What follows belongs to an exercise in optimizing a design on an open flow for small area, a short achievable clock period and few clock cycles; a production flow would make more cautious choices. Function was checked by simulation only, so behaviour that the tests miss may differ from the original. No activity file was given, so power comes from the tool's default toggle rates.

--- design/flow/config.mk ---
export PLATFORM = sky130hd
export DESIGN_NAME = bitcoin_hash
export DESIGN_NICKNAME = bitcoin_hash
export VERILOG_FILES = /design/flow/design.v
export SDC_FILE = /design/flow/constraint.sdc
export NUM_CORES = 4
export LEC_CHECK = 0
export CAP_MARGIN = 20
export CORE_MARGIN = 2
export CORE_UTILIZATION = 40
export SLEW_MARGIN = 20
--- design/flow/constraint.sdc ---
create_clock -name core_clock -period 10.0 [get_ports {clk}]
set_input_delay 2.0000 -clock core_clock [delete_from_list [all_inputs] [get_ports {clk}]]
set_output_delay 2.0000 -clock core_clock [all_outputs]
set_load 0.01 [all_outputs]
--- design/flow/design.v ---
module bitcoin_hash(
  input logic clk, reset_n, start,
  input logic [31:0] message_addr, output_addr,
  output logic done, mem_we,
  output logic [15:0] mem_addr,
  output logic [31:0] mem_write_data,
  input logic [31:0] mem_read_data);
  parameter NUM_NONCES = 16;
  logic [31:0] nonce;
  logic [31:0] header_hash[0:7];
  function automatic logic [31:0] kval(input logic [5:0] idx);
    case (idx)
      6'd0: kval = 32'h428a2f98;
      6'd1: kval = 32'h71374491;
      6'd2: kval = 32'hb5c0fbcf;
      6'd3: kval = 32'he9b5dba5;
      6'd4: kval = 32'h3956c25b;
      6'd5: kval = 32'h59f111f1;
      6'd6: kval = 32'h923f82a4;
      6'd7: kval = 32'hab1c5ed5;
      6'd8: kval = 32'hd807aa98;
      6'd9: kval = 32'h12835b01;
      6'd10: kval = 32'h243185be;
      6'd11: kval = 32'h550c7dc3;
      6'd12: kval = 32'h72be5d74;
      6'd13: kval = 32'h80deb1fe;
      6'd14: kval = 32'h9bdc06a7;
      6'd15: kval = 32'hc19bf174;
      6'd16: kval = 32'he49b69c1;
      6'd17: kval = 32'hefbe4786;
      6'd18: kval = 32'h0fc19dc6;
      6'd19: kval = 32'h240ca1cc;
      6'd20: kval = 32'h2de92c6f;
      6'd21: kval = 32'h4a7484aa;
      6'd22: kval = 32'h5cb0a9dc;
      6'd23: kval = 32'h76f988da;
      6'd24: kval = 32'h983e5152;
      6'd25: kval = 32'ha831c66d;
      6'd26: kval = 32'hb00327c8;
      6'd27: kval = 32'hbf597fc7;
      6'd28: kval = 32'hc6e00bf3;
      6'd29: kval = 32'hd5a79147;
      6'd30: kval = 32'h06ca6351;
      6'd31: kval = 32'h14292967;
      6'd32: kval = 32'h27b70a85;
      6'd33: kval = 32'h2e1b2138;
      6'd34: kval = 32'h4d2c6dfc;
      6'd35: kval = 32'h53380d13;
      6'd36: kval = 32'h650a7354;
      6'd37: kval = 32'h766a0abb;
      6'd38: kval = 32'h81c2c92e;
      6'd39: kval = 32'h92722c85;
      6'd40: kval = 32'ha2bfe8a1;
      6'd41: kval = 32'ha81a664b;
      6'd42: kval = 32'hc24b8b70;
      6'd43: kval = 32'hc76c51a3;
      6'd44: kval = 32'hd192e819;
      6'd45: kval = 32'hd6990624;
      6'd46: kval = 32'hf40e3585;
      6'd47: kval = 32'h106aa070;
      6'd48: kval = 32'h19a4c116;
      6'd49: kval = 32'h1e376c08;
      6'd50: kval = 32'h2748774c;
      6'd51: kval = 32'h34b0bcb5;
      6'd52: kval = 32'h391c0cb3;
      6'd53: kval = 32'h4ed8aa4a;
      6'd54: kval = 32'h5b9cca4f;
      6'd55: kval = 32'h682e6ff3;
      6'd56: kval = 32'h748f82ee;
      6'd57: kval = 32'h78a5636f;
      6'd58: kval = 32'h84c87814;
      6'd59: kval = 32'h8cc70208;
      6'd60: kval = 32'h90befffa;
      6'd61: kval = 32'ha4506ceb;
      6'd62: kval = 32'hbef9a3f7;
      6'd63: kval = 32'hc67178f2;
      default: kval = 32'h0;
    endcase
  endfunction
  logic waiting;
  logic gettingBlock;
  logic processingBlock;
  logic writing;
  logic halt; 
  logic allProcessed;
  logic prepRoundTwo;
  logic roundTwo;
  logic startRoundTwo;
  logic start_state;
  logic prepGetNewNonce;
  logic [7:0] t; 
  logic [63:0] blockNumber; 
  logic [31:0] W[0:15]; 
  logic [31:0] h[0:7];
  logic [31:0] size;
  logic [7:0] nonces_processed;
  logic [31:0] remaining; 
  logic delimited; 
  logic [31:0] padding; 
  logic [31:0] A,B,C,D,E,F,G,H;
  assign start_state = start | startRoundTwo;
  always_ff @(posedge clk) begin
    if (!reset_n) begin
      waiting <= 1;
      gettingBlock <= 0;
      processingBlock <= 0;
      writing <= 0;
      halt <= 0;
      prepRoundTwo <= 0;
      roundTwo <= 0;
      startRoundTwo <= 0;
      prepGetNewNonce <= 0;
      done <= 0;
      mem_we <= 0;
      t <= 0;
      blockNumber <= 0;
      delimited <= 0;
    end
    else begin
    mem_we <= 0;
    if(start_state) begin
      waiting <= 0;
      h[0] <= 'h6a09e667;
      h[1] <= 'hbb67ae85;
      h[2] <= 'h3c6ef372;
      h[3] <= 'ha54ff53a;
      h[4] <= 'h510e527f;
      h[5] <= 'h9b05688c;
      h[6] <= 'h1f83d9ab;
      h[7] <= 'h5be0cd19;
      A <= 'h6a09e667;
      B <= 'hbb67ae85;
      C <= 'h3c6ef372;
      D <= 'ha54ff53a;
      E <= 'h510e527f;
      F <= 'h9b05688c;
      G <= 'h1f83d9ab;
      H <= 'h5be0cd19;
      if(roundTwo && !start) begin
        remaining <= 256;
        size <= 32;
        startRoundTwo <= 0;
        padding <= 512 - (((32*8)%512)+65);
      end
      else begin
        remaining <= 640;
        size <= 80;
        padding <= 512 - (((80*8)%512)+65);
      end
      done <= 0;
      halt <= 1;
      mem_addr <= message_addr; 
      allProcessed <= 0;
      delimited <= 0;
      nonces_processed <= 0;
      if(start) begin
        nonce <= 0;
        t <= 0;
        blockNumber <= 0;
        roundTwo <= 0;
        startRoundTwo <= 0;
        gettingBlock <= 0;
        processingBlock <= 0;
        writing <= 0;
        prepRoundTwo <= 0;
        prepGetNewNonce <= 0;
      end
    end
    else if(halt) begin
      halt <= 0;
      gettingBlock <= 1;
    end
    else if(gettingBlock) begin
      if(!(((remaining - 32)>>31)&1)) begin
        if(t < 16) begin
          W[15] <= getWord(0);
          remaining <= remaining - 32;
          if(blockNumber == 1 && t == 3) begin
            W[15] <= nonce;
          end
        end
        else if(t < 64) begin
          W[15] <= getWord(0);
        end
      end
      else if(!delimited) begin
        delimited <= 1;
        if(remaining > 0) begin
          W[15] <= getWord(1);
          padding <= padding - ((32-remaining)-1);
        end
        else begin
          W[15] <= 32'h80000000;
        end
      end
      else if(!padding[31]) begin
        if(t < 16) padding <= padding - 32;
        W[15] <= getWord(2);
      end
      else begin
       if(t == 15) begin
          W[15] <= size*8;
          allProcessed <= 1;
        end
        else begin
          W[15] <= getWord(2);
        end
      end
     for(int index = 0; index < 15; index = index + 1) begin
       W[index] <= W[index+1];
     end
      gettingBlock <= 0;
      processingBlock <= 1;
    end
    else if(processingBlock) begin
      if(t < 64) begin
        {A,B,C,D,E,F,G,H} <= processBlock();
        t <= t + 1;
        mem_addr <= message_addr + (16)*blockNumber + t + 1;
        processingBlock <= 0;
        halt <= 1;
      end
      else begin
        h[0] <= h[0] + A;
        h[1] <= h[1] + B;
        h[2] <= h[2] + C;
        h[3] <= h[3] + D;
        h[4] <= h[4] + E;
        h[5] <= h[5] + F;
        h[6] <= h[6] + G;
        h[7] <= h[7] + H;
        if(blockNumber == 0 && !nonce && !allProcessed) begin
          header_hash[0] <= h[0] + A;
          header_hash[1] <= h[1] + B;
          header_hash[2] <= h[2] + C;
          header_hash[3] <= h[3] + D;
          header_hash[4] <= h[4] + E;
          header_hash[5] <= h[5] + F;
          header_hash[6] <= h[6] + G;
          header_hash[7] <= h[7] + H;
        end
        if(allProcessed) begin
          writing <= 1;
          t <= 0;
          processingBlock <= 0;
        end
        else begin
          halt <= 1;
          processingBlock <= 0;
          t <= 0;
          blockNumber <= blockNumber + 1;
          mem_addr <= message_addr + 16*(blockNumber+1);
          A <= h[0] + A;
          B <= h[1] + B;
          C <= h[2] + C;
          D <= h[3] + D;
          E <= h[4] + E;
          F <= h[5] + F;
          G <= h[6] + G;
          H <= h[7] + H;
        end
      end
    end
    else if(writing) begin
      if(!roundTwo) begin
        mem_addr <= message_addr + t;
        mem_we <= 1;
        mem_write_data <= h[t[2:0]];
        t <= t + 1;
        if(t == 8) begin
          prepRoundTwo <= 1;
          writing <= 0;
        end
      end
      else begin
        if(nonce < 16) begin
          mem_addr <= output_addr + nonce;
          mem_we <= 1;
          mem_write_data <= h[0];
          t <= 0;
          nonce <= nonce + 1;
          blockNumber <= 1;
          h[0] <= header_hash[0];
          h[1] <= header_hash[1];
          h[2] <= header_hash[2];
          h[3] <= header_hash[3];
          h[4] <= header_hash[4];
          h[5] <= header_hash[5];
          h[6] <= header_hash[6];
          h[7] <= header_hash[7];
          A <= header_hash[0];
          B <= header_hash[1];
          C <= header_hash[2];
          D <= header_hash[3];
          E <= header_hash[4];
          F <= header_hash[5];
          G <= header_hash[6];
          H <= header_hash[7];
          writing <= 0;
          prepGetNewNonce <= 1;
        end
        else begin
          done <= 1;
        end
      end
    end
    else if(prepRoundTwo) begin
      roundTwo <= 1;
      t <= 0;
      prepRoundTwo <= 0;
      startRoundTwo <= 1;
      blockNumber <= 0;
    end
    else if(prepGetNewNonce) begin
      mem_addr <= message_addr + 16;
      prepGetNewNonce <= 0;
      halt <= 1;
      roundTwo <= 0;
      size <= 80;
      remaining <= 128;
      padding <= 512 - (((80*8)%512)+65);
      delimited <= 0;
    end
    else begin
    end
    end
  end
  function automatic logic [31:0] getWord(input logic [1:0] pad);
    logic [31:0] temp;
    logic [31:0] s0, s1;
    getWord = 32'h0;
    if(t < 16) begin
      if(pad == 0) begin
        getWord = mem_read_data;
      end
      else if(pad == 1) begin
        temp = mem_read_data;
        temp = temp >> (32 - remaining);
        temp = temp << 1;
        temp[0] = 1;
        temp = temp << (31 - remaining);
        getWord = temp;
      end
      else if(pad == 2) begin
        getWord = 32'h0;
      end
    end
    else begin
      s0 = ({W[1][6:0],W[1][31:7]}) ^ ({W[1][17:0],W[1][31:18]}) ^ (W[1]>>3);
      s1 = ({W[14][16:0],W[14][31:17]}) ^ ({W[14][18:0],W[14][31:19]}) ^ (W[14]>>10);
      getWord = W[0] + s0 + W[9] + s1;
    end
  endfunction
  function automatic logic [255:0] processBlock();
    logic [31:0] S0, S1, maj, ch, t1, t2;
    S0 = ({A[1:0],A[31:2]}) ^ ({A[12:0],A[31:13]}) ^ ({A[21:0],A[31:22]});
    maj = (A & B) ^ (A & C) ^ (B & C);
    t2 = S0 + maj;
    S1 = ({E[5:0],E[31:6]}) ^ ({E[10:0],E[31:11]}) ^ ({E[24:0],E[31:25]});
    ch = (E & F) ^ ((~E) & G);
    t1 = H + S1 + ch + kval(t[5:0]) + W[15];
    processBlock = {t1+t2,A,B,C,D+t1,E,F,G};
  endfunction
endmodule
--- design/flow/run.sh ---
#!/bin/bash
# synth_recipe.tcl (not shown) runs the flow's synth.tcl, then flattens the netlist and writes it again
# the make line also repeats each setting of config.mk as NAME=value (left out here)
make -C /OpenROAD-flow-scripts/flow DESIGN_CONFIG=/design/flow/config.mk WORK_HOME=/design/flow/orfs CLKGATE_MAP_FILE= SYNTH_SCRIPT=/design/flow/synth_recipe.tcl finish
==> flow_summary.json <==
{
  "tns_ns": 0,
  "ys_ff_latch": 1537,
  "combPwrFrac": 0.348,
  "ir_drop_v": 0.0002482,
  "p_sw_frac": 0.3610,
  "synthArstFlopShare": 0,
  "crit_top_cell": "inv_1",
  "critPathKind": "flop to flop",
  "ant_nets": 0,
  "wirelength_mm": 327.7,
  "instances_no_fill": 12310,
  "synth_area_leaders": "edfxtp_1, ha_1, xnor2_1",
  "synth_compound_area_frac": 0.1481,
  "synth_edf_count": 1422,
  "slew-limit-headroom": 0.2164,
  "cts_hold_buf": 0,
  "cts_root_buf": "clkbuf_16",
  "cp_slowest_stage_delay_ns": 0.57,
  "drt_pass1_iterations": 8,
  "timing_hold_violations_final": 0,
  "post-cts-setup-buffer-count": 0,
  "rsz0062_at_grt": "no",
  "ys.flop_type": "edfxtp_1",
  "synth.most_common_cell": "edfxtp_1",
  "p_switching_mw": 7.771,
  "yosys_warnings": 4,
  "synthMuxAreaShare": 0.03091,
  "fin_util": 0.4483,
  "synth_top_family_by_area": "compound AO/OA/AOI/OAI gates",
  "synth_commonest_cells": "edfxtp_1, nand2_1, nor2_1",
  "cp-end-kind": "flop",
  "path_clk_slew_ns": 0.06,
  "synth_fa_ha_area_frac": 0.1145,
  "grt_start_max_net_pins": 178,
  "yosys.area_share.simple": 0.1202,
  "pin_count": 149,
  "power_mw": 21.53,
  "synth.largest_area_cell": "edfxtp_1",
  "track_usage": 0.2642,
  "dieWidth_um": 490.5,
  "antenna_found_initial": 8,
  "gp_congestion": 0.9929,
  "synth.avg_cell_area_sq_um": 10.53,
  "drc_errors": 0,
  "vias_per_cell": 5.928,
  "nNetsFinal": 9824,
  "crit_required_ns": 10.59,
  "synth_top_area_frac": 0.4510,
  "cts_tree": "done",
  "path_max_fanout": 7,
  "first_global_vias": 69900,
  "powerDensity_nw_per_um2": 204.0,
  "synth-xor-area-share": 0.07539,
  "p_leak_nw": 38.26,
  "arrival_ns": 9.91,
  "cp_slowest_cell": "edfxtp_1",
  "grt_first_pass_wirelength_mm": 475.8,
  "synthCells": 8990,
  "period_share": 0.9320,
  "pwr-share-seq": 0.339,
  "dr_total_vias": 72950,
  "worst_pin_slew_ns": 1.163,
  "initial_core_util": 0.4022,
  "finalSetupViolCount": 0,
  "yosysSeqAreaShare": 0.4753,
  "dp_hpwl_mm": 234.4,
  "numCtsBuffers": 178,
  "fmax_mhz": 107.3,
  "syn_nets": 9814,
  "routed_wire_length_per_instance_um": 26.63,
  "coreArea_sq_um": 235400,
  "finalCriticalPeriod_ns": 9.320,
  "port-buffer-count": 116,
  "cts.sink_count": 1537,
  "area_growth_pct": 11.46,
  "post_cts_resized": 0,
  "synth_area_sq_um": 94690,
  "clock_skew_ns": 0.07430,
  "n_fill_cell": 21970,
  "h-tree-depth": 4,
  "maxCapViolCount": 0,
  "p_int_mw": 13.76,
  "dp.cells": 11970,
  "synth.distinct_cells": 106,
  "drv_slew": 0,
  "clk_latency_ns": 0.87,
  "clk_path_buf_depth": 3,
  "die_h_um": 490.5,
  "hp-class": "flop to flop",
  "outcome": "complete, no violations",
  "drtIter0Drc": 8838,
  "worst_setup_path_start_kind": "flop",
  "rows": 178,
  "dieArea_sq_um": 240600,
  "overflow": 0,
  "clockPowerShare": 0.313,
  "drive_gt1_frac": 0.06534
}
==> logic make-up after synthesis <==
group           after synthesis
simple gates               2543
mux                         282
compound gates             2186
xor+xnor                    815
flops                      1537
buf+inv                     879
fa+ha+maj                   748
==> area by class of cell <==
cell class                 count  area (sq um)  share of cell area
multi-input combinational   6574         46480              0.4404
clock inverter               122          1370             0.01298
timing repair buffer         262          2427             0.02300
sequential                  1537         45010              0.4265
inverter                     447          1690             0.01602
tap                         3150          3941             0.03734
antenna                        5         12.51           0.0001186
clock buffer                 210          4606             0.04364
==> layout by cell type, fill, tap and decap left out, types with 89 or more instances in the layout <==
| cell type | n |
|---|---|
| a21o_1 | 167 |
| a21oi_1 | 607 |
| buf_4 | 133 |
| clkbuf_16 | 179 |
| clkdlybuf4s50_1 | 116 |
| dfxtp_1 | 113 |
| edfxtp_1 | 1422 |
| fa_1 | 205 |
| ha_1 | 518 |
| inv_1 | 439 |
| mux2i_1 | 199 |
| nand2_1 | 901 |
| nand3_1 | 168 |
| nor2_1 | 834 |
| nor3_1 | 144 |
| o21a_1 | 89 |
| o21ai_0 | 524 |
| xnor2_1 | 563 |
| xor2_1 | 252 |
==> flip-flops by register name, indices dropped and copies added, names as in the netlist, 2 cells and up, named ones only <==
name            count
nonce              32
F                  32
W                 512
t                   8
C                  32
remaining          27
mem_write_data     32
H                  32
G                  32
blockNumber        64
E                  32
header_hash       256
size                2
B                  32
padding            32
h                 256
D                  32
mem_addr           16
A                  32
==> per-layer routing <==
metal,track usage,up-vias,share of wire
met3,0.04254,606,0.083
met2,0.4200,3413,0.46
met1,0.3586,36110,0.42
met5,0,-,0.00014
met4,0.1081,6,0.045
li1,-,32820,-
==> power groups by stage <==
stage	combinational, mW	clock [mW]	sequential, mW
detailed placement	7.23	0	7.44
global placement	7.18	0	7.43
floorplan	4.99	0	7.37
global route	8.01	7.06	7.31
CTS	7.31	6.82	7.30
finish	7.49	6.73	7.30
==> per-stage QoR <==
step	hold WS (ns)	area, sq um	worst slack (ns)
after CTS	0.4098	105500	0.8434
after detailed placement	0.4045	99520	0.8583
final	0.4064	105500	0.6799
after global routing	0.4196	105500	0.4231
after global placement	0.4000	99520	0.7796
after floorplan	0.4003	94750	-6.889
==> path summary, 6_finish.rpt <==
path                              start      end  slack (ns)  cells past startpoint
worst max-delay path              E[11]    A[31]        0.68                     32
worst min-delay path            W[5][6]  W[4][6]        0.41                      0
worst max register to register    E[11]    A[31]        0.68                     32
worst min register to register  W[5][6]  W[4][6]        0.41                      0
==> critical path: cells and delay by family (launching register included) <==
kind / cells / cell delay [ns]
compound gates: 12 / 3.12
fa+ha+maj: 6 / 2.44
xor+xnor: 3 / 1.08
simple gates: 5 / 1.05
flops: 1 / 0.57
buf+inv: 5 / 0.39
mux: 1 / 0.37
Testbench counts, summed over its fixed seeds: cycles 253,692.

-- re-timing with driven ports --
The results above use ideal ports. As a check the final layout listed here was re-extracted and re-timed, cells and wires unchanged. Step 1 assumes that a clkbuf_16 drives the clock port and a buf_2 every other input. Step 2 also shifts input and output timing later by t, the mid clock arrival at the registers, as if the neighbouring blocks saw the same clock. Slacks: no drivers / after step 1 / after step 2; pairs: no drivers / after step 1.
t (ns): 0.930
setup slack, ns: 0.680 / 0.680 / 0.680
hold WS [ns]: 0.406 / 0.406 / 0.406
worst register clock-pin slew, ns: 0.07 / 0.07
worst data-port slew with drivers (ns): 0.15
After both steps this run still meets setup and hold. For this run, drivers alone change the setup slack by 0.000 ns; drivers and shift together by 0.000 ns.
